This design comes from an exercise in tuning for small area and a short achievable clock period on the open sky130 flow, not from production work.
The RTL was checked by simulation tests, not by an equivalence proof against the original design.
Power is estimated from default activity; no workload was simulated.

==> run A <==
// top
module top (
  input  logic        clk,
  input  logic        rst_n,
  input  logic [15:0] setpoint,
  input  logic [15:0] feedback,
  input  logic [15:0] Kp,
  input  logic [15:0] Ki,
  input  logic [15:0] Kd,
  input  logic [15:0] clk_prescaler,
  output logic [15:0] control_signal
);
Settings: LEC_CHECK=0, ABC_AREA=1, CAP_MARGIN=20, CORE_MARGIN=2, CORE_UTILIZATION=40, SETUP_SLACK_MARGIN=5, SLEW_MARGIN=20, SYNTH_HIERARCHICAL=1, SYNTH_MINIMUM_KEEP_SIZE=0; clock period 12.5 ns.
standard.sh (not shown) runs the stock make flow with config.mk's settings and CLKGATE_MAP_FILE= SYNTH_SCRIPT=/design/flow/synth_recipe.tcl, a recipe that flattens the netlist after the stock synthesis.
==> flow/flow/run.sh <==
#!/bin/bash
# The standard layout, with the port buffers made of plain buf_1 cells
# instead of the delay buffers buffer_ports picks on its own, and a larger
# setup margin for timing repair.
set -euo pipefail
export BUFFER_PORTS_ARGS="-buffer_cell sky130_fd_sc_hd__buf_1"
bash standard.sh SETUP_SLACK_MARGIN=6.5 finish > standard.log 2>&1
==> run Z: changes against run A <==
--- a/flow/flow/run.sh
+++ b/flow/flow/run.sh
@@ -5,3 +5,3 @@
 set -euo pipefail
 export BUFFER_PORTS_ARGS="-buffer_cell sky130_fd_sc_hd__buf_1"
-bash standard.sh SETUP_SLACK_MARGIN=6.5 finish > standard.log 2>&1
+bash standard.sh SETUP_SLACK_MARGIN=5.5 finish > standard.log 2>&1
==> notes <==
Against run A, the clock skew of run Z is lower by 0.0035 ns.
Between run Z and run A, the lower design area is in run Z (gap about 4%, measured against run A).
Against run A, the fmax of run Z is smaller by 11%.
Of run Z and run A, run Z has the higher sequential share of layout area (gap 0.65 points).
In run A the register-to-register slack is higher than in run Z, by 0.67 ns.
In run A the worst hold slack is better than in run Z, by 0.013 ns.
In area after synthesis, run A and run Z do not differ.
In run Z the worst setup slack is lower than in run A, by 0.76 ns.
In run A the wire length is higher than in run Z, by 0.60%.
Utilization: run Z is lower than run A (1.9 points).
Synthesized cell count is the same in run A and run Z.
==> figures <==
Outcome: run Z complete, no violations; run A complete, no violations
Period Utilization, post-route: run Z 0.533; run A 0.472
Top metal layer carrying routed signals: run Z met4; run A met5
HPWL after detailed placement: run Z 40100 microns; run A 39300 microns
Number of cells on the critical path: run Z 23; run A 17
Fmax: run Z 150 MHz; run A 169 MHz
Transition time at the pin with the least slew margin: run Z 1.13 ns; run A 1.14 ns
Power drawn by the sequential cells: run Z 0.569 mW; run A 0.567 mW
Post-layout instance count excluding filler cells: run Z 2621; run A 2664
Total number of vias: run Z 13400; run A 13600
Initial antenna violation count: run Z 0; run A 2
GRT met3 Usage: run Z 0.0337; run A 0.0499
RD Place Congestion: run Z 0.920; run A 0.903
WHS: run Z 0.483 ns; run A 0.496 ns
Count of plain and timing-repair buffers in the layout: run Z 127; run A 170
Number of diodes: run Z 1; run A 0
Largest incremental delay on the critical path: run Z 0.66 ns; run A 0.59 ns
Layout inverter count without the clock tree: run Z 231; run A 232
Design Power: run Z 4.08 mW; run A 4.12 mW
Relative contribution of the clock network to total power: run Z 0.118; run A 0.120
Met2 Wirelength: run Z 23800 microns; run A 22900 microns
Cell internal pwr: run Z 2.01 mW; run A 2.07 mW
Vias in the first global route: run Z 13500; run A 13500

========
==> v28: inputs <==
Another version of the RTL of top (not shown whole).
## top
module top (
  input  logic        clk,
  input  logic        rst_n,
  input  logic [15:0] setpoint,
  input  logic [15:0] feedback,
  input  logic [15:0] Kp,
  input  logic [15:0] Ki,
  input  logic [15:0] Kd,
  input  logic [15:0] clk_prescaler,
  output logic [15:0] control_signal
);
clock: 12.5 ns
lec_check: 0
cap_margin: 20
core_margin: 2
core_utilization: 40
setup_slack_margin: 4.5
slew_margin: 20
synth_hierarchical: 1
synth_minimum_keep_size: 0
run.sh (not shown) runs the stock make flow with config.mk's settings and CLKGATE_MAP_FILE= SYNTH_SCRIPT=/design/flow/synth_recipe.tcl, a recipe that flattens the netlist after the stock synthesis.
Stock flow here: none of the scripts above is used.
==> v19: changes against v28 <==
--- a/flow/config.mk
+++ b/flow/config.mk
@@ -7,2 +7,3 @@
 export LEC_CHECK = 0
+export ABC_AREA = 1
 export CAP_MARGIN = 20
==> comparison table <==
Met2 GRT Util: v28 40.0%; v19 41.0%
Longest individual stage delay on the worst path: v28 510 ps; v19 580 ps
Sum of routed wire length over all layers: v28 46500 um; v19 51000 um
Routed metal-1 wire length: v28 20200 um; v19 22200 um
Relative area of non-clock buffer cells in the final design: v28 8.11%; v19 7.09%
Most common cell in the synthesized netlist: v28 sky130_fd_sc_hd__fa_1; v19 sky130_fd_sc_hd__nand2_1
Share of final layout cell area taken by clock buffers and inverters: v28 1.79%; v19 1.75%
Mapped cell area: v28 0.0153 mm^2; v19 0.0157 mm^2
Layout-stage area growth over the synthesis result: v28 13.6%; v19 11.8%
Insertion delay of the later-clocked pin in the worst-skew pair: v28 370 ps; v19 390 ps
Placer's final routability congestion estimate: v28 0.911; v19 0.997
Post-Syn Area per Cell: v28 9.47 um^2; v19 7.70 um^2
Outcome: v28 finished clean; v19 finished clean
Cells after Synth: v28 1611; v19 2034
Layout fillers: v28 3588; v19 3890

========
==> run a <==
Another version of the RTL of top (not shown whole).
export LEC_CHECK = 0
export CAP_MARGIN = 20
export CORE_MARGIN = 2
export CORE_UTILIZATION = 40
export SETUP_SLACK_MARGIN = 5
export SLEW_MARGIN = 20
export SYNTH_HIERARCHICAL = 1
export SYNTH_MINIMUM_KEEP_SIZE = 0
create_clock -name core_clock -period 12.5 [get_ports {clk}]
standard.sh (not shown) runs the stock make flow with config.mk's settings and CLKGATE_MAP_FILE= SYNTH_SCRIPT=/design/flow/synth_recipe.tcl, a recipe that flattens the netlist after the stock synthesis.
==> flow/flow/run.sh <==
#!/bin/bash
# The standard layout, with the port buffers made of plain buf_1 cells
# instead of the delay buffers buffer_ports picks on its own, and a larger
# setup margin for timing repair.
set -euo pipefail
export BUFFER_PORTS_ARGS="-buffer_cell sky130_fd_sc_hd__buf_1"
bash standard.sh SETUP_SLACK_MARGIN=6.5 finish > standard.log 2>&1
==> run b: changes against run a <==
CORE_UTILIZATION = 30   (was 40)
==> run summary <==
| metric | run a | run b |
|---|---|---|
| Run status | finished clean | finished clean |
| Int Power | 2.73 mW | 2.72 mW |
| Number of non-clock buffers in the layout | 192 | 196 |
| Area of the core | 37600 sq um | 50200 sq um |
| Met3 wirelength from detailed routing | 2430 um | 2970 um |
| Number of buffers inserted by post-CTS setup repair | 38 | 53 |
| Post-route cell area | 18300 sq um | 18500 sq um |
| Number of tap cells inserted | 511 | 672 |
| Number of iterations in the first detailed-routing pass | 5 | 6 |
| Routed vias | 11206 | 11357 |
| IR drop worst, VDD | 0.157 mV | 0.162 mV |
| Multi-input gate share of the layout cell area | 0.691 | 0.682 |
| Data arrival time at the worst-slack endpoint | 6.39 ns | 6.41 ns |

==> what the ideal ports hide <==
Ports are ideal in the flow. The routed layouts listed here were re-timed in OpenROAD.
Step 1, drivers: a clkbuf_16 drives clk and a buf_2 each remaining input, both assumed.
Step 2, shift: input delay + t, output delay - t, t = (earliest + latest rising clock arrival at the registers) / 2. This alone moves slack from input paths to output paths.
a / b / c = ideal ports / drivers / drivers and shift; a / b = the first two.
| run | t, ns | setup slack, ns | worst setup path at the end |
|---|---|---|---|
| run A of note 1 | 0.484 | 6.594 / 6.569 / 6.140 | input to register |
| run Z of note 1 | 0.481 | 5.834 / 5.863 / 5.381 | input to register |
| v28 | 0.414 | 4.626 / 4.652 / 4.238 | input to register |
| v19 | 0.434 | 4.870 / 4.902 / 4.468 | input to register |
| run a of note 3 | 0.485 | 6.486 / 6.505 / 6.020 | input to register |
| run b of note 3 | 0.478 | 6.394 / 6.421 / 5.943 | input to register |
After both steps setup and hold are still met in every run listed. The setup slack of run a of note 3, which loses most, moves by +0.019 ns with the drivers and by -0.466 ns with both steps.
